Background: an optimization exercise with open tools, aiming at small area. Do not read the settings as production practice. Only simulation tests tie the RTL to the original design; equivalence was not proved. No activity file was given, so power comes from the tool's default toggle rates.

==> flow/design.v, too long to show whole: its modules and the start of the top module <==
// module turn_points_rom: 1794 lines
module turn_points_rom(
    input                   clk,
    input                   reset,
    input                   load_raw,
    input [ 1:0]            song,
    input [10:0]            refer_x, refer_y,
    input [ 9:0]            current_block_x, current_block_y,
    input [ 9:0]            x1, y1, x2, y2,
    output reg              fail,
    output                  is_road,
    output [2:0]            debug
    );
  // ...
==> flow/flow/run.sh <==
#!/bin/bash
# Own layout flow: the standard synthesis (same script, same register mapping) with
# two changes to the combinational mapping: Yosys's extract_fa (half/full adder cells)
# is skipped and ABC runs the area-oriented script flow/abc.script instead of ORFS's
# delay script. Then the standard layout steps, with port buffers of buf_2.
set -euo pipefail
W=$(pwd)
F=$W/flow
python3 - "$FLOW_HOME/scripts/synth.tcl" "$W/synth_area.tcl" "$F/abc.script" <<'PY'
import sys
src, dst, script = sys.argv[1:4]
s = open(src).read()
old = "  log_cmd abc {*}$abc_args\n"
assert s.count(old) == 1
new = ("  set abc_args [lreplace $abc_args 1 1 " + script + "]\n"
       "  set i [lsearch $abc_args -D]\n"
       "  if { $i >= 0 } { set abc_args [lreplace $abc_args $i [expr {$i + 1}]] }\n" + old)
s = s.replace(old, new)
old = "  extract_fa {*}[dont_use_extract_fa_args]\n"
assert s.count(old) == 1
s = s.replace(old, "")
open(dst, "w").write(s)
PY
python3 - "$W/synth_recipe.tcl" "$W/synth_top.tcl" "$W/synth_area.tcl" <<'PY'
import sys
src, dst, inner = sys.argv[1:4]
s = open(src).read()
old = "source $::env(SCRIPTS_DIR)/synth.tcl"
assert s.count(old) == 1
open(dst, "w").write(s.replace(old, "source " + inner))
PY
make -C "$FLOW_HOME" DESIGN_CONFIG="$W/config.mk" WORK_HOME="$W/orfs" CLKGATE_MAP_FILE= \
    SYNTH_SCRIPT="$W/synth_top.tcl" synth > "$W/synth.log" 2>&1
bash standard.sh "BUFFER_PORTS_ARGS=-buffer_cell sky130_fd_sc_hd__buf_2" "CTS_ARGS=-sink_clustering_enable -repair_clock_nets -buf_list sky130_fd_sc_hd__clkbuf_4 -dont_use_dummy_load -sink_clustering_size 8 -sink_clustering_max_diameter 40" finish > "$W/layout.log" 2>&1
==> flow/flow/abc.script <==
strash
balance -l
resub -K 6 -l
rewrite -l
resub -K 6 -N 2 -l
refactor -l
resub -K 8 -l
balance -l
resub -K 8 -N 2 -l
rewrite -l
resub -K 10 -l
rewrite -z -l
resub -K 10 -N 2 -l
balance -l
resub -K 12 -l
refactor -z -l
resub -K 12 -N 2 -l
rewrite -z -l
balance -l
&get -n
&get -n
&deepsyn -T 120
&put
dch -f
map -D 4000
topo
upsize -D 4000
dnsize -D 4000
==> flow/standard.sh <==
#!/bin/bash
# synth_recipe.tcl (not shown) runs the flow's synth.tcl, then flattens the netlist and writes it again
# the make line also repeats each setting of config.mk as NAME=value (left out here)
make -C /OpenROAD-flow-scripts/flow DESIGN_CONFIG=/design/flow/config.mk WORK_HOME=/design/flow/orfs CLKGATE_MAP_FILE= SYNTH_SCRIPT=/design/flow/synth_recipe.tcl "${@:-finish}"
==> flow/config.mk <==
export PLATFORM = sky130hd
export DESIGN_NAME = turn_points_rom
export DESIGN_NICKNAME = turn_points_rom
export VERILOG_FILES = /design/flow/design.v
export SDC_FILE = /design/flow/constraint.sdc
export NUM_CORES = 8
export LEC_CHECK = 0
export CAP_MARGIN = 20
export CORE_MARGIN = 2
export CORE_UTILIZATION = 40
export CTS_BUF_LIST = sky130_fd_sc_hd__clkbuf_4
export GPL_TIMING_DRIVEN = 0
export SETUP_SLACK_MARGIN = 0.3
export SLEW_MARGIN = 20
export SYNTH_MEMORY_MAX_BITS = 16384
==> flow/constraint.sdc <==
create_clock -name core_clock -period 10.0 [get_ports {clk}]
set_input_delay 2.0000 -clock core_clock [delete_from_list [all_inputs] [get_ports {clk}]]
set_output_delay 2.0000 -clock core_clock [all_outputs]
set_load 0.01 [all_outputs]
==> impl_results.md, run 1 <==
- Hold path cells: 2
- Slowest stage delay, CP: 0.89 ns
- Core Util, Final: 0.451
- CP Depth: 17
- Worst setup margin: -0.111 ns
- Commonest cells after routing, fill and taps aside: 738 x clkinv_1, 658 x nor2_1, 553 x nand2_1
- Post-route ant nets: 0
- Status: complete, but fails checks
- Post-synth EDFFs: 233
- Fraction of area in registers: 0.253
- Synth Area in XOR/XNOR: 0.00275
- Layout Check Fails: setup timing
- Top post-synthesis cells by area: edfxtp_1 24%, clkinv_1 9.7%, nor2_1 8.7%
- Layout area overhead: 12.2%
- DRT iter0 DRCs: 8,081
- R2R Path Start: cnt[5]$_DFFE_PP0P_
- Synth Area in Adders: 0.000349
- Max Cap Viol: 0
- Setup-failing EPs final: 1
- Clk pwr share: 0.124
- Crit path cell chain: buf_2 > o21ai_2 > clkinv_1 > o22ai_1 > clkinv_1 > a21oi_1 > o221ai_1 > o21ai_0 > o221ai_1 > nand3_1 > o221ai_1 > a211oi_1 > o2111ai_1 > a21oi_1 > nor4b_1 > o221ai_1 > buf_2
- H-Tree Depth: 3
- M2 GR Usage: 0.665
- Commonest non-fill, non-tap cell in the layout: clkinv_1
- Placed cell areas: roughly 0.031 mm^2
- Cell area power density: between 200 and 250 mW/mm^2
- Global route overflow: 0
==> run 2, diff against run 1 <==
--- a/flow/flow/abc.script
+++ b/flow/flow/abc.script
@@ -19,10 +19,8 @@
 balance -l
 &get -n
 &get -n
-&deepsyn -T 120
+&deepsyn -T 300
 &put
 dch -f
-map -D 4000
+amap
 topo
-upsize -D 4000
-dnsize -D 4000
--- a/flow/config.mk
+++ b/flow/config.mk
@@ -9,7 +9,7 @@
 export CORE_MARGIN = 2
 export CORE_UTILIZATION = 40
 export CTS_BUF_LIST = sky130_fd_sc_hd__clkbuf_4
-export GPL_TIMING_DRIVEN = 0
-export SETUP_SLACK_MARGIN = 0.3
+export PLACE_DENSITY = 0.75
+export SETUP_SLACK_MARGIN = 0.4
 export SLEW_MARGIN = 20
 export SYNTH_MEMORY_MAX_BITS = 16384
==> run 2 against run 1 <==
  * Now clean on timing, DRC and antenna
  * Sequential cell count unchanged
  * Final area shrank 1.1%
  * Register-to-register slack better by 2.0 ns
  * Critical path type unchanged
==> impl_results.md, run 2 <==
- Status: finished clean (was complete, but fails checks)
- CTS Hold Buffers Added: 0 (unchanged)
- CP Data Arrival Time: 7.28 ns (was 8.11 ns)
- DR WL met3: 35.7 mm (was 35.2 mm)
- Tot Pwr: 10.8 mW (was 6.75 mW)
- Area of the multi-input gates: 0.0177 mm^2 (was 0.0181 mm^2)
- Core Util, Final: 0.456 (was 0.451)
- Non-filler cells, final: 5,388 (was 5,551)
- Initial core utilization: 0.402 (about the same)
- Cell internal pwr: 4.13 mW (was 2.89 mW)
- FP Rows: 97 (was 98)
- Top Layer Used: met5 (unchanged)
- Met2 wire len: 78.8 mm (was 71.5 mm)
- Biggest area consumer among synthesized cells: edfxtp_1 (unchanged)
- First-pass GRT wire length: 284 mm (was 268 mm)
- Largest net degree at the start of global routing: 95 (was 124)
- Num CTS Buffers: 72 (was 70)
- Routed wire length: 207 mm (was 195 mm)
- Final period util: 0.928 (was 1.01)
- Commonest non-fill, non-tap cell in the layout: nor2_1 (was clkinv_1)
- Die Footprint: 0.0723 mm^2 (was 0.0738 mm^2)
- Clk root buf: clkbuf_4 (unchanged)
- GPL Wtd Cong: 1.22 (was 1.14)
- Detailed Place HPWL: 152 mm (about the same)
- Vias in the first global route: 37,500 (was 36,000)
- Clk pwr share: 0.080 (was 0.124)
- CTS tree: done (unchanged)
- Postcts setup bufs: 0 (unchanged)
- RSZ-0062 raised after global routing: no (unchanged)
- Cells after DPL: 5,294 (was 5,463)
- Post-synth EDFFs: 233 (unchanged)
- DR vias: 41,300 (was 40,300)
- Io pins: 92 (unchanged)
- Max Fclk: 108 MHz (was 98.9 MHz)
- Ys async rst share: 0.0314 (unchanged)
- Mapped cell area: 0.0280 mm^2 (was 0.0286 mm^2)
- Global route overflow: 0 (unchanged)
- Post-synth top cells: 894 x nor2_1, 608 x clkinv_1, 385 x o22ai_1 (was 742 x clkinv_1, 665 x nor2_1, 554 x nand2_1)
- Die height: 269 um (was 272 um)
- Sw frac: 0.616 (was 0.572)
- Slew HR: 0.0928 (was 0.120)
- FF/Latch Area: 0.00813 mm^2 (unchanged)
- Crit path cell chain: buf_2 > clkinv_1 > o22ai_1 > clkinv_1 > o21ai_0 > or3_1 > nor3_1 > nor3_1 > buf_4 > nor2_1 > o311a_1 > o21a_1 > nor4_1 > o211ai_1 > nor2_1 > clkinv_1 > nor2_1 > nand2_1 > nor2b_1 > clkinv_1 > nand2b_1 > buf_2 (was buf_2 > o21ai_2 > clkinv_1 > o22ai_1 > clkinv_1 > a21oi_1 > o221ai_1 > o21ai_0 > o221ai_1 > nand3_1 > o221ai_1 > a211oi_1 > o2111ai_1 > a21oi_1 > nor4b_1 > o221ai_1 > buf_2)
- Most common cell in the netlist: nor2_1 (was clkinv_1)
- Max Cap Viol: 0 (unchanged)
- Syn avg cell area: 6.87 um^2 (was 6.57 um^2)
- # clock sinks: 287 (unchanged)
- Setup TNS: 0 ns (was -0.111 ns)
- DRT iter0 DRCs: 8,553 (was 8,081)
- Hold endpoint: sp_pos[4]$_SDFFE_PP0P_ (was al1$_SDFFE_PP1P_)
- RR Endpoint: fail$_DFF_P_ (was s1[9]$_SDFFCE_PP0P_)
- Cts repair resizes: 0 (was 4)
- Drt wl/cell: 38.4 um (was 35.1 um)
- Share of power burned in registers: 0.211 (was 0.279)
- H-Tree Depth: 3 (unchanged)
- Post-route ant nets: 0 (unchanged)
- Commonest cells after routing, fill and taps aside: 891 x nor2_1, 606 x clkinv_1, 377 x o22ai_1 (was 738 x clkinv_1, 658 x nor2_1, 553 x nand2_1)
- DR vias/cell: 7.66 (was 7.26)
- Syn Nets: 4,172 (was 4,447)
- Core ar.: 0.0698 mm^2 (was 0.0712 mm^2)
- Hold Vio Cnt, Final: 0 (unchanged)
- Hold path cells: 1 (was 2)
- Switching power of the nets: 6.62 mW (was 3.86 mW)
- Crit start category: input port (unchanged)
- M1 wire length: 69.5 mm (was 72.5 mm)
- WP data required: 8.00 ns (about the same)
- Setup-failing EPs final: 0 (was 1)
- Leak: 10.8 nW (about the same)
- Combinational power share: 0.709 (was 0.597)
- Worst-Skew Late Latency: 0.92 ns (was 0.91 ns)
- Final min period: 9.28 ns (was 10.11 ns)
- Netlist cell types: 59 (was 57)
- DRC violations left: 0 (unchanged)
- Yosys reg bits: 287 (unchanged)
- Top post-synthesis cells by area: edfxtp_1 25%, nor2_1 12%, o22ai_1 8.6% (was edfxtp_1 24%, clkinv_1 9.7%, nor2_1 8.7%)
- Sequential share of the synthesized area: 0.290 (was 0.284)
- Slowest stage delay, CP: 0.95 ns (was 0.89 ns)
- All-Layer GR Usage: 0.558 (was 0.507)
- Layout area overhead: 13.3% (was 12.2%)
- CP max-delay cell: clkinv_1 (was o21ai_0)
- Top FF cell, synth: edfxtp_1 (unchanged)
- R2R Path Start: phi$_SDFFE_PP0P_ (was cnt[5]$_DFFE_PP0P_)
- Crit path max fanout: 9 (was 14)
- Register clock-pin slew on the reported worst setup and hold paths: 0.05 ns (was 0.08 ns)
- Worst Tran Pin Value: 1.36 ns (was 1.31 ns)
- Layout filler cell count: 7,376 (was 7,777)
- Fraction of layout cells with a size suffix above 1: 0.0842 (was 0.0737)
- Crit path top cell by count: clkinv_1 (was o221ai_1)
- Final Max Slew Viols: 0 (unchanged)
- Yosys warning count: 1 (unchanged)
- Worst VDD drop: 0.000193 V (was 0.000192 V)
- Critical Path End Type: primary output (unchanged)
- Worst R2R Path Depth: 23 (was 31)
- First-pass detailed-route iteration total: 17 (was 10)
- Die X: 269 um (was 272 um)
- Cell area power density: 338 mW/mm^2 (was 210 mW/mm^2)
- Final nets: 4,518 (was 4,677)
- FF-to-FF setup slack: 2.69 ns (was 0.69 ns)
- Hold Crit Start: sp_pos[4]$_SDFFE_PP0P_ (was al1$_SDFFE_PP1P_)
- Share of the synthesized area in the top cell type: 0.249 (was 0.244)
- CP Class: in -> out (unchanged)
- Initial antenna violation count: 20 (was 9)
- Post-Synthesis Cells: 4,085 (was 4,360)
- Hold Path Class: reg -> reg (unchanged)
- Clock Tree Buf Depth: 3 (unchanged)
- Min Hold Slack: 0.524 ns (was 0.502 ns)
- Setup Skew: 0.112 ns (was 0.153 ns)
- Port Buffers: 91 (unchanged)
## run 2: cell types whose count changed after synthesis, moves of 34 or more
cell	delta
o21a_1	+58
a22oi_1	-72
o211ai_1	-34
o2111ai_1	-34
nor2_1	+229
nand3_1	-59
o221ai_1	-44
o21ai_0	-150
o22ai_1	+67
a21oi_1	-123
nand2_1	-279
a222oi_1	+48
clkinv_1	-134
## run 2: power by group through the flow
stage                     sequential, mW  combinational [mW]  clock [mW]
after floorplan                     2.08                3.76           0
after global placement              2.23                6.87           0
after detailed placement            2.23                6.82           0
after CTS                           2.21                6.85       0.845
after global routing                2.26                7.66       0.882
final                               2.27                7.62       0.859
## run 2: kinds of logic (layout without fill, tap and decap cells)
group                  count (synthesis)  in the layout  synth area share
AOI/OAI and AO/OA                   1657           1657             0.398
other                                  0             19                 0
and+or+nand+nor                     1530           1530             0.231
buffers and inverters                611            955            0.0822
DFF                                  287            287             0.290
## run 2: critical path, delay by kind of cell
family | cells | cell delay, ns
buf+inv | 7 | 1.73
simple gates | 10 | 1.66
compound gates | 5 | 1.84
## run 2: area by class of cell
cell class / instances / share of cell area
diodes: 19 / 0.00150
clock buffers: 72 / 0.0170
inverters: 608 / 0.0718
repair buffers: 275 / 0.0586
multi-input cells: 3187 / 0.558
flip-flops and latches: 287 / 0.256
well taps: 940 / 0.0370
## run 2: metrics by stage
stage | cell area [um^2] | setup slack, ns
6_report | 31800 | 0.721
5_1_grt | 31800 | 0.735
2_1_floorplan | 28100 | 1.13
3_3_place_gp | 31100 | 1.34
3_5_place_dp | 31100 | 1.37
4_1_cts | 31700 | 1.36
## run 2: worst max-delay path by stage
stage	start	end	slack, ns
after global placement	current_block_y[4]	is_road	1.34
after global routing	current_block_y[6]	is_road	0.73
final	current_block_x[7]	is_road	0.72
after detailed placement	current_block_x[3]	is_road	1.37
after floorplan	load$_DFF_P_	curx[0]$_DFFE_PP_	1.13
after CTS	current_block_x[3]	is_road	1.36
## run 2: per-layer routing
layer | GRT usage | vias up
li1 | - | 16300
met1 | 0.645 | 19200
met2 | 0.761 | 4366
met3 | 0.285 | 1380
met4 | 0.466 | 15
met5 | 0.000676 | -
==> run 3, diff against run 2 <==
--- a/flow/config.mk
+++ b/flow/config.mk
@@ -9,7 +9,6 @@
 export CORE_MARGIN = 2
 export CORE_UTILIZATION = 40
 export CTS_BUF_LIST = sky130_fd_sc_hd__clkbuf_4
-export PLACE_DENSITY = 0.75
 export SETUP_SLACK_MARGIN = 0.4
 export SLEW_MARGIN = 20
 export SYNTH_MEMORY_MAX_BITS = 16384
==> run 3 against run 2 <==
  * Largest cell class unchanged
  * Clock power is 2.6% lower
  * Critical path depth is 2 lower
  * Die area stayed put
  * Non-clock buffer count is 24 lower
==> impl_results.md, run 3 <==
- Slew HR: 0.0763 (was 0.0928)
- Hold Path Class: reg -> reg (unchanged)
- Setup-failing EPs final: 0 (unchanged)
- Compound-Gate Fraction of Synth Area: 0.398 (unchanged)
- Vias in the first global route: 37,400 (was 37,500)
- Biggest area consumer among synthesized cells: edfxtp_1 (unchanged)
- Worst Tran Pin Value: 1.38 ns (was 1.36 ns)
- Routed wire length: 200 mm (was 207 mm)
- Layout area overhead: 12.6% (was 13.3%)
- Max Fclk: 108 MHz (about the same)
- Crit path max fanout: 6 (was 9)
- CP Data Arrival Time: 7.27 ns (was 7.28 ns)
- Largest net degree at the start of global routing: 97 (was 95)
- Die height: 269 um (unchanged)
- Area of the multi-input gates: 0.0177 mm^2 (about the same)
- CP Class: in -> out (unchanged)
- Initial core utilization: 0.402 (unchanged)
- Post-synth EDFFs: 233 (unchanged)
- Netlist cell types: 59 (unchanged)
- CTS tree: done (unchanged)
- Mapped cell area: 0.0280 mm^2 (unchanged)
- Setup TNS: 0 ns (unchanged)
- First-pass GRT wire length: 276 mm (was 284 mm)
- Max Cap Viol: 0 (unchanged)
- Syn Nets: 4,172 (unchanged)
- Clk root buf: clkbuf_4 (unchanged)
- Share of the synthesized area in the top cell type: 0.249 (unchanged)
- Largest family of logic cells by synthesized area: compound AO/OA/AOI/OAI gates (unchanged)
- Combinational power share: 0.703 (was 0.709)
- DRT iter0 DRCs: 8,150 (was 8,553)
- Register clock-pin slew on the reported worst setup and hold paths: 0.05 ns (about the same)
- Most common cell in the netlist: nor2_1 (unchanged)
- Clk pwr share: 0.080 (about the same)
- Synth Area in Simple Gates: 0.231 (unchanged)
- Post-route ant nets: 0 (unchanged)
- First-pass detailed-route iteration total: 14 (was 17)
- Num CTS Buffers: 69 (was 72)
- Commonest non-fill, non-tap cell in the layout: nor2_1 (unchanged)
- Sequential share of the synthesized area: 0.290 (unchanged)
- Detailed Place HPWL: 149 mm (was 152 mm)
- Final min period: 9.27 ns (was 9.28 ns)
- Post-synth top cells: 894 x nor2_1, 608 x clkinv_1, 385 x o22ai_1 (unchanged)
- Commonest cells after routing, fill and taps aside: 889 x nor2_1, 604 x clkinv_1, 380 x o22ai_1 (was 891 x nor2_1, 606 x clkinv_1, 377 x o22ai_1)
- Placed cell areas: 0.0310 mm^2 (was 0.0311 mm^2)
- DR vias: 40,600 (was 41,300)
- Core Util, Final: 0.453 (was 0.456)
- Share of power burned in registers: 0.217 (was 0.211)
- Fraction of layout cells with a size suffix above 1: 0.0784 (was 0.0842)
- Clock Tree Buf Depth: 3 (unchanged)
- Final nets: 4,491 (was 4,518)
- H-Tree Depth: 3 (unchanged)
- All-Layer GR Usage: 0.541 (was 0.558)
- GPL Wtd Cong: 1.16 (was 1.22)
- Global route overflow: 0 (unchanged)
- # clock sinks: 287 (unchanged)
- WP data required: 8.00 ns (about the same)
- Final Cell Area: 0.0316 mm^2 (was 0.0318 mm^2)
- Postcts setup bufs: 0 (unchanged)
- Cell internal pwr: 4.05 mW (was 4.13 mW)
- Status: finished clean (unchanged)
- Ys async rst share: 0.0314 (unchanged)
- Layout filler cell count: 7,400 (was 7,376)
- FP Rows: 97 (unchanged)
- Yosys reg bits: 287 (unchanged)
- Post-Synthesis Cells: 4,085 (unchanged)
- Crit start category: input port (unchanged)
- Synth Area in Adders: 0 (unchanged)
- Syn avg cell area: 6.87 um^2 (unchanged)
- Io pins: 92 (unchanged)
- Multiplexer area fraction after synthesis: 0 (unchanged)
- Leak: 10.7 nW (was 10.8 nW)
- Yosys warning count: 1 (unchanged)
- Switching power of the nets: 6.44 mW (was 6.62 mW)
- Top post-synthesis cells by area: edfxtp_1 25%, nor2_1 12%, o22ai_1 8.6% (unchanged)
- Initial antenna violation count: 26 (was 20)
- RSZ-0062 raised after global routing: no (unchanged)
- Top FF cell, synth: edfxtp_1 (unchanged)
- Final period util: 0.927 (was 0.928)
- Synth Area in XOR/XNOR: 0 (unchanged)
- Port Buffers: 91 (unchanged)
- DRC violations left: 0 (unchanged)
- Drt wl/cell: 37.2 um (was 38.4 um)
- Die Footprint: 0.0723 mm^2 (unchanged)
- Critical Path End Type: primary output (unchanged)
- Worst VDD drop: 0.000154 V (was 0.000193 V)
- FF/Latch Area: 0.00813 mm^2 (unchanged)
- Setup Skew: 0.185 ns (was 0.112 ns)
- Worst-Skew Late Latency: 0.95 ns (was 0.92 ns)
- Core ar.: 0.0698 mm^2 (unchanged)
- Sw frac: 0.614 (was 0.616)
- Cell area power density: 332 mW/mm^2 (was 338 mW/mm^2)
- Final Max Slew Viols: 0 (unchanged)
- Hold Vio Cnt, Final: 0 (unchanged)
- Die X: 269 um (unchanged)
- DR vias/cell: 7.56 (was 7.66)
[run 3: worst max-delay path: stages]
cell and delay, ns:
buf_2 0.18, clkinv_1 0.16, o22ai_1 0.75, clkinv_1 0.29, a21oi_1 0.20, o21ai_0 0.09, a222oi_1 0.96, nand3_1 0.55
a222oi_1 0.50, nor3_1 0.08, a311oi_1 0.22, nor2_1 0.07, nor4_1 0.38, nand2_1 0.11, nor2_1 0.13, nand2_1 0.06
nor2b_1 0.14, clkinv_1 0.06, nand2b_1 0.17, buf_2 0.15
[run 3: cell type report]
cell class,instances,area share
multi-input combinational,3187,0.561
sequential,287,0.257
inverter,608,0.0724
timing repair buffer,251,0.0536
tap,940,0.0372
clock buffer,69,0.0164
antenna,25,0.00198
[run 3: layer usage]
layer | share of wire | vias to the layer above | track usage | wire length (um)
met3 | 0.16 | 1318 | 0.248 | 32500
met4 | 0.11 | 16 | 0.474 | 22500
met5 | 0.0015 | - | 0.0446 | 307
met1 | 0.33 | 18800 | 0.624 | 66800
met2 | 0.39 | 4178 | 0.747 | 77500
li1 | - | 16300 | - | -
[run 3: through the flow]
| stage | std cells | total power, mW | setup WS, ns | hold WS [ns] |
|---|---|---|---|---|
| 2_1_floorplan | 4085 | 5.84 | 1.13 | 0.435 |
| 3_3_place_gp | 5273 | 8.96 | 1.35 | 0.499 |
| 3_5_place_dp | 5273 | 8.90 | 1.41 | 0.492 |
| 4_1_cts | 5342 | 9.73 | 0.994 | 0.523 |
| 5_1_grt | 5353 | 10.6 | 0.500 | 0.548 |
| 6_report | 5367 | 10.5 | 0.733 | 0.526 |
[run 3: what timing repair did]
item	4_1_cts	5_1_grt
gates resized for setup	0	2
hold buffers	0	0
setup endpoints to repair	0	1
[run 3: power groups by stage]
stage	clock network (mW)	registers (mW)	logic, mW
3_5_place_dp	0	2.24	6.66
5_1_grt	0.863	2.28	7.46
2_1_floorplan	0	2.08	3.76
6_report	0.837	2.27	7.38
3_3_place_gp	0	2.25	6.70
4_1_cts	0.821	2.22	6.68
[run 3: cells by family after synthesis]
kind of cell | after synthesis
buf+inv | 611
compound gates | 1657
simple gates | 1530
flops | 287
[run 3: path summary, 6_finish.rpt]
kind | slack, ns | from | cells after the start | endpoint
min in group asynchronous | 1.10 | reset | 2 | cnt[7]$_DFFE_PP0P_
max | 0.73 | current_block_y[4] | 20 | is_road
max reg2reg | 2.44 | phi$_SDFFE_PP0P_ | 21 | fail$_DFF_P_
min | 0.53 | al1$_SDFFE_PP1P_ | 2 | al2$_SDFFE_PP1P_
min reg2reg | 0.53 | al1$_SDFFE_PP1P_ | 2 | al2$_SDFFE_PP1P_
max in group asynchronous | 8.62 | reset | 2 | cnt[4]$_DFFE_PP1P_
==> run 4, diff against run 3 <==
--- a/flow/flow/run.sh
+++ b/flow/flow/run.sh
@@ -31,4 +31,4 @@
 PY
 make -C "$FLOW_HOME" DESIGN_CONFIG="$W/config.mk" WORK_HOME="$W/orfs" CLKGATE_MAP_FILE= \
     SYNTH_SCRIPT="$W/synth_top.tcl" synth > "$W/synth.log" 2>&1
-bash standard.sh "BUFFER_PORTS_ARGS=-buffer_cell sky130_fd_sc_hd__buf_2" "CTS_ARGS=-sink_clustering_enable -repair_clock_nets -buf_list sky130_fd_sc_hd__clkbuf_4 -dont_use_dummy_load -sink_clustering_size 8 -sink_clustering_max_diameter 40" finish > "$W/layout.log" 2>&1
+bash standard.sh "BUFFER_PORTS_ARGS=-buffer_cell sky130_fd_sc_hd__buf_2" "CTS_ARGS=-sink_clustering_enable -repair_clock_nets -buf_list sky130_fd_sc_hd__clkbuf_8 -dont_use_dummy_load -sink_clustering_size 20 -sink_clustering_max_diameter 60" finish > "$W/layout.log" 2>&1
--- a/flow/config.mk
+++ b/flow/config.mk
@@ -7,8 +7,8 @@
 export LEC_CHECK = 0
 export CAP_MARGIN = 20
 export CORE_MARGIN = 2
-export CORE_UTILIZATION = 40
-export CTS_BUF_LIST = sky130_fd_sc_hd__clkbuf_4
+export CORE_UTILIZATION = 45
+export CTS_BUF_LIST = sky130_fd_sc_hd__clkbuf_8
 export SETUP_SLACK_MARGIN = 0.4
 export SLEW_MARGIN = 20
 export SYNTH_MEMORY_MAX_BITS = 16384
==> run 4 against run 3 <==
  * Worst setup slack better by 0.21 ns
  * Combinational power is 2% lower
  * Area after synthesis stayed put
  * Largest cell class unchanged
  * Final area is 1.0% lower
  * Count of clock-buffer cells in the layout is 33 lower
  * Die area is 11% lower
  * Via count is 0.14% lower
  * First-iteration DRC count is 20% higher
==> impl_results.md, run 4 <==
- Status: finished clean (unchanged)
- Initial antenna violation count: 12 (was 26)
- H-Tree Depth: 2 (was 3)
- Final period util: 0.905 (was 0.927)
- Hold Path Class: reg -> reg (unchanged)
- # clock sinks: 287 (unchanged)
- Post-Synthesis Cells: 4,085 (unchanged)
- Routed wire length: 189 mm (was 200 mm)
- Worst path top cell family by delay: compound AO/OA/AOI/OAI gates (unchanged)
- Commonest cells after routing, fill and taps aside: 893 x nor2_1, 606 x clkinv_1, 380 x o22ai_1 (was 889 x nor2_1, 604 x clkinv_1, 380 x o22ai_1)
- Layout area overhead: 11.5% (was 12.6%)
- Most common cell in the netlist: nor2_1 (unchanged)
- Biggest area consumer among synthesized cells: edfxtp_1 (unchanged)
- Global route overflow: 0 (unchanged)
- DRT iter0 DRCs: 9,772 (was 8,150)
- Routing usage on met3: 0.323 (was 0.248)
- WP data required: 8.00 ns (about the same)
- Ys async rst share: 0.0314 (unchanged)
- Setup Skew: 0.0854 ns (was 0.185 ns)
- First-pass detailed-route iteration total: 11 (was 14)
- Vias in the first global route: 36,000 (was 37,400)
- Max Cap Viol: 0 (unchanged)
- Synth Area in Adders: 0 (unchanged)
- R2R Path Start: phi$_SDFFE_PP0P_ (unchanged)
- All-Layer GR Usage: 0.566 (was 0.541)
- Commonest non-fill, non-tap cell in the layout: nor2_1 (unchanged)
- DR vias/cell: 7.80 (was 7.56)
- CTS tree: done (unchanged)
- Most Used Layer, Global Route: met2 (unchanged)
- Die height: 254 um (was 269 um)
- Compound-Gate Fraction of Synth Area: 0.398 (unchanged)
- Leak: 10.5 nW (was 10.7 nW)
- Crit start category: input port (unchanged)
- GRT met1 Usage: 0.690 (was 0.624)
- Core ar.: 0.0617 mm^2 (was 0.0698 mm^2)
- Fraction of layout cells with a size suffix above 1: 0.0675 (was 0.0784)
- Largest family of logic cells by synthesized area: compound AO/OA/AOI/OAI gates (unchanged)
- Die Footprint: 0.0643 mm^2 (was 0.0723 mm^2)
- FF-to-FF setup slack: 2.08 ns (was 2.44 ns)
- CP Depth: 19 (was 20)
- Post-synth EDFFs: 233 (unchanged)
- Final Max Slew Viols: 0 (unchanged)
- Critical Path End Type: primary output (unchanged)
- Initial core utilization: 0.455 (was 0.402)
- Crit path cell chain: buf_2 > clkinv_1 > o22ai_1 > clkinv_1 > o22ai_1 > a31o_1 > a31oi_1 > a31oi_1 > clkinv_1 > a222oi_1 > o22ai_1 > a2111oi_0 > nor4_1 > nand2_1 > o21ai_0 > nand3_1 > nand2_1 > nand2b_1 > buf_2 (was buf_2 > clkinv_1 > o22ai_1 > clkinv_1 > a21oi_1 > o21ai_0 > a222oi_1 > nand3_1 > a222oi_1 > nor3_1 > a311oi_1 > nor2_1 > nor4_1 > nand2_1 > nor2_1 > nand2_1 > nor2b_1 > clkinv_1 > nand2b_1 > buf_2)
- Worst VDD drop: 0.000228 V (was 0.000154 V)
- CP Buf/Inv Count: 5 (unchanged)
- Io pins: 92 (unchanged)
- Hold path cells: 2 (unchanged)
- Slowest stage delay, CP: 0.91 ns (was 0.96 ns)
- FP Rows: 91 (was 97)
- Top post-synthesis cells by area: edfxtp_1 25%, nor2_1 12%, o22ai_1 8.6% (unchanged)
- Setup TNS: 0 ns (unchanged)
- Post-route ant nets: 0 (unchanged)
- Synth Area in Simple Gates: 0.231 (unchanged)
- Clock Tree Buf Depth: 3 (unchanged)
- Worst setup margin: 0.946 ns (was 0.733 ns)
- Max Fclk: 110 MHz (was 108 MHz)
- Drt wl/cell: 36.3 um (was 37.2 um)
- Num CTS Buffers: 36 (was 69)
- Multiplexer area fraction after synthesis: 0 (unchanged)
- First-pass GRT wire length: 262 mm (was 276 mm)
- Sequential share of the synthesized area: 0.290 (unchanged)
- Crit. Startpoint: current_block_y[4] (unchanged)
- Crit path max fanout: 11 (was 6)
- Die X: 254 um (was 269 um)
- Syn avg cell area: 6.87 um^2 (unchanged)
- Cell area power density: 333 mW/mm^2 (was 332 mW/mm^2)
- Pre-CTS setup slack: 1.34 ns (was 1.41 ns)
- Final min period: 9.05 ns (was 9.27 ns)
- Hold Vio Cnt, Final: 0 (unchanged)
- CP Class: in -> out (unchanged)
- Register clock-pin slew on the reported worst setup and hold paths: 0.09 ns (was 0.05 ns)
- Setup-failing EPs final: 0 (unchanged)
- Worst Tran Pin Value: 1.35 ns (was 1.38 ns)
- Yosys warning count: 1 (unchanged)
- RR Endpoint: fail$_DFF_P_ (unchanged)
- Clk root buf: clkbuf_8 (was clkbuf_4)
- Worst R2R Path Depth: 21 (unchanged)
- Netlist cell types: 59 (unchanged)
- Largest net degree at the start of global routing: 174 (was 97)
- DRC violations left: 0 (unchanged)
- CP Data Arrival Time: 7.05 ns (was 7.27 ns)
- Yosys reg bits: 287 (unchanged)
- Top FF cell, synth: edfxtp_1 (unchanged)
- Cts repair resizes: 0 (unchanged)
- Slew HR: 0.0911 (was 0.0763)
- Final nets: 4,443 (was 4,491)
- Share of the synthesized area in the top cell type: 0.249 (unchanged)
- Worst-Skew Late Latency: 0.69 ns (was 0.95 ns)
- Detailed Place HPWL: 145 mm (was 149 mm)
- Postcts setup bufs: 0 (unchanged)
- Post-synth top cells: 894 x nor2_1, 608 x clkinv_1, 385 x o22ai_1 (unchanged)
- M2 GR Usage: 0.727 (was 0.747)
- DR vias: 40,500 (was 40,600)
- Mapped cell area: 0.0280 mm^2 (unchanged)
- CP max-delay cell: a2111oi_0 (was a222oi_1)
- CP Capture Point: is_road (unchanged)
- GPL Wtd Cong: 1.21 (was 1.16)
- CTS Hold Buffers Added: 0 (unchanged)
- Port Buffers: 91 (unchanged)
- Synth Area in XOR/XNOR: 0 (unchanged)
- Core Util, Final: 0.507 (was 0.453)
- RSZ-0062 raised after global routing: no (unchanged)
- Syn Nets: 4,172 (unchanged)
[run 4: cell count changes in the layout (fill, tap and decap cells not counted), sizes merged]
cell,previous run,this run
clkbuf,69,36
buf,251,236
clkinv,605,607
clkinvlp,1,0
inv,2,1
diode,25,5
[run 4: cells by family after synthesis]
kind of cell	after synthesis
AO/OA/AOI/OAI	1657
flip-flops	287
buffers and inverters	611
AND/OR/NAND/NOR	1530
[run 4: metal layers]
| layer | vias to the layer above | part of all wire |
|---|---|---|
| met5 | - | 0.0051 |
| met4 | 20 | 0.098 |
| met3 | 1394 | 0.20 |
| met2 | 4631 | 0.35 |
| met1 | 18300 | 0.34 |
| li1 | 16100 | - |
[run 4: worst register-to-register path, cell delays in order (launching register included)]
cell       delay (ns)
dfxtp_4          0.68
clkinv_2         0.67
buf_4            0.58
o22ai_1          0.96
clkinv_1         1.02
o22ai_1          0.57
a31oi_1          0.06
a2111oi_0        0.33
buf_4            0.23
nand2_1          0.08
o21ai_0          0.84
o22a_1           0.23
o21ai_0          0.15
a31oi_1          0.25
a31oi_1          0.12
nor4_1           0.23
nand2_1          0.08
or2_0            0.29
nor2_1           0.16
clkinv_1         0.08
nand2b_1         0.14
nor2b_1          0.11
[run 4: how the worst min path moves through the flow]
| stage | startpoint | to | slack, ns |
|---|---|---|---|
| after floorplan | s18[4]$_SDFFCE_PP0P_ | s19[4]$_DFFE_PP_ | 0.43 |
| after global placement | sp_pos[1]$_SDFFE_PP0P_ | sp_pos[1]$_SDFFE_PP0P_ | 0.50 |
| after detailed placement | sp_pos[2]$_SDFFE_PP0P_ | sp_pos[2]$_SDFFE_PP0P_ | 0.53 |
| after CTS | sp_pos[2]$_SDFFE_PP0P_ | sp_pos[2]$_SDFFE_PP0P_ | 0.54 |
| after global routing | sp_pos[2]$_SDFFE_PP0P_ | sp_pos[2]$_SDFFE_PP0P_ | 0.56 |
| final | sp_pos[1]$_SDFFE_PP0P_ | sp_pos[1]$_SDFFE_PP0P_ | 0.54 |
[run 4: report_power, final]
group | total (mW) | leakage (nW) | internal, mW | switching (mW)
Clock | 0.800 | 0.259 | 0.319 | 0.482
Sequential | 2.39 | 3.01 | 1.75 | 0.647
Combinational | 7.23 | 7.26 | 1.99 | 5.24
[run 4: through the flow]
| step | std cells | total power, mW | area, um^2 | hold WS [ns] |
|---|---|---|---|---|
| 5_1_grt | 5192 | 10.4 | 31300 | 0.560 |
| 2_1_floorplan | 4085 | 5.84 | 28100 | 0.435 |
| 6_report | 5196 | 10.4 | 31300 | 0.537 |
| 3_5_place_dp | 5155 | 8.77 | 30700 | 0.526 |
| 4_1_cts | 5191 | 9.57 | 31200 | 0.538 |
| 3_3_place_gp | 5155 | 8.80 | 30700 | 0.503 |
[run 4: layout make-up]
cell class	instances	area, um^2
inverters	608	2280
well taps	837	1050
repair buffers	236	1560
flip-flops and latches	287	8130
clock buffers	36	495
multi-input cells	3187	17800
diodes	5	12.5
fillers	6448	30400

[what the ideal ports hide]
No port has a modelled driver above. Below, the same layouts with a new extraction and two added sets of constraints.
Step 1 sets driving cells, clkbuf_16 on the clock port and buf_2 on the other inputs (assumed; they add their load-dependent delay and slew).
Step 2 also shifts input and output timing later by t, the mid clock arrival at the registers, as if the neighbouring blocks saw the same clock.
Slacks: no drivers / after step 1 / after step 2; pairs: no drivers / after step 1.
run	shift t [ns]	setup slack, ns	worst setup path at the end	slew at the worst register clock pin (ns)
run 1	0.899	-0.111 / -0.132 / -0.132	input to output	0.10 / 0.10
run 2	0.930	0.721 / 0.668 / 0.668	input to output	0.10 / 0.10
run 3	0.925	0.733 / 0.678 / 0.709	input to output	0.10 / 0.10
run 4	0.716	0.946 / 0.920 / 0.920	input to output	0.12 / 0.12
For run 2, which loses most, drivers alone change the setup slack by -0.053 ns; drivers and shift together by -0.053 ns.
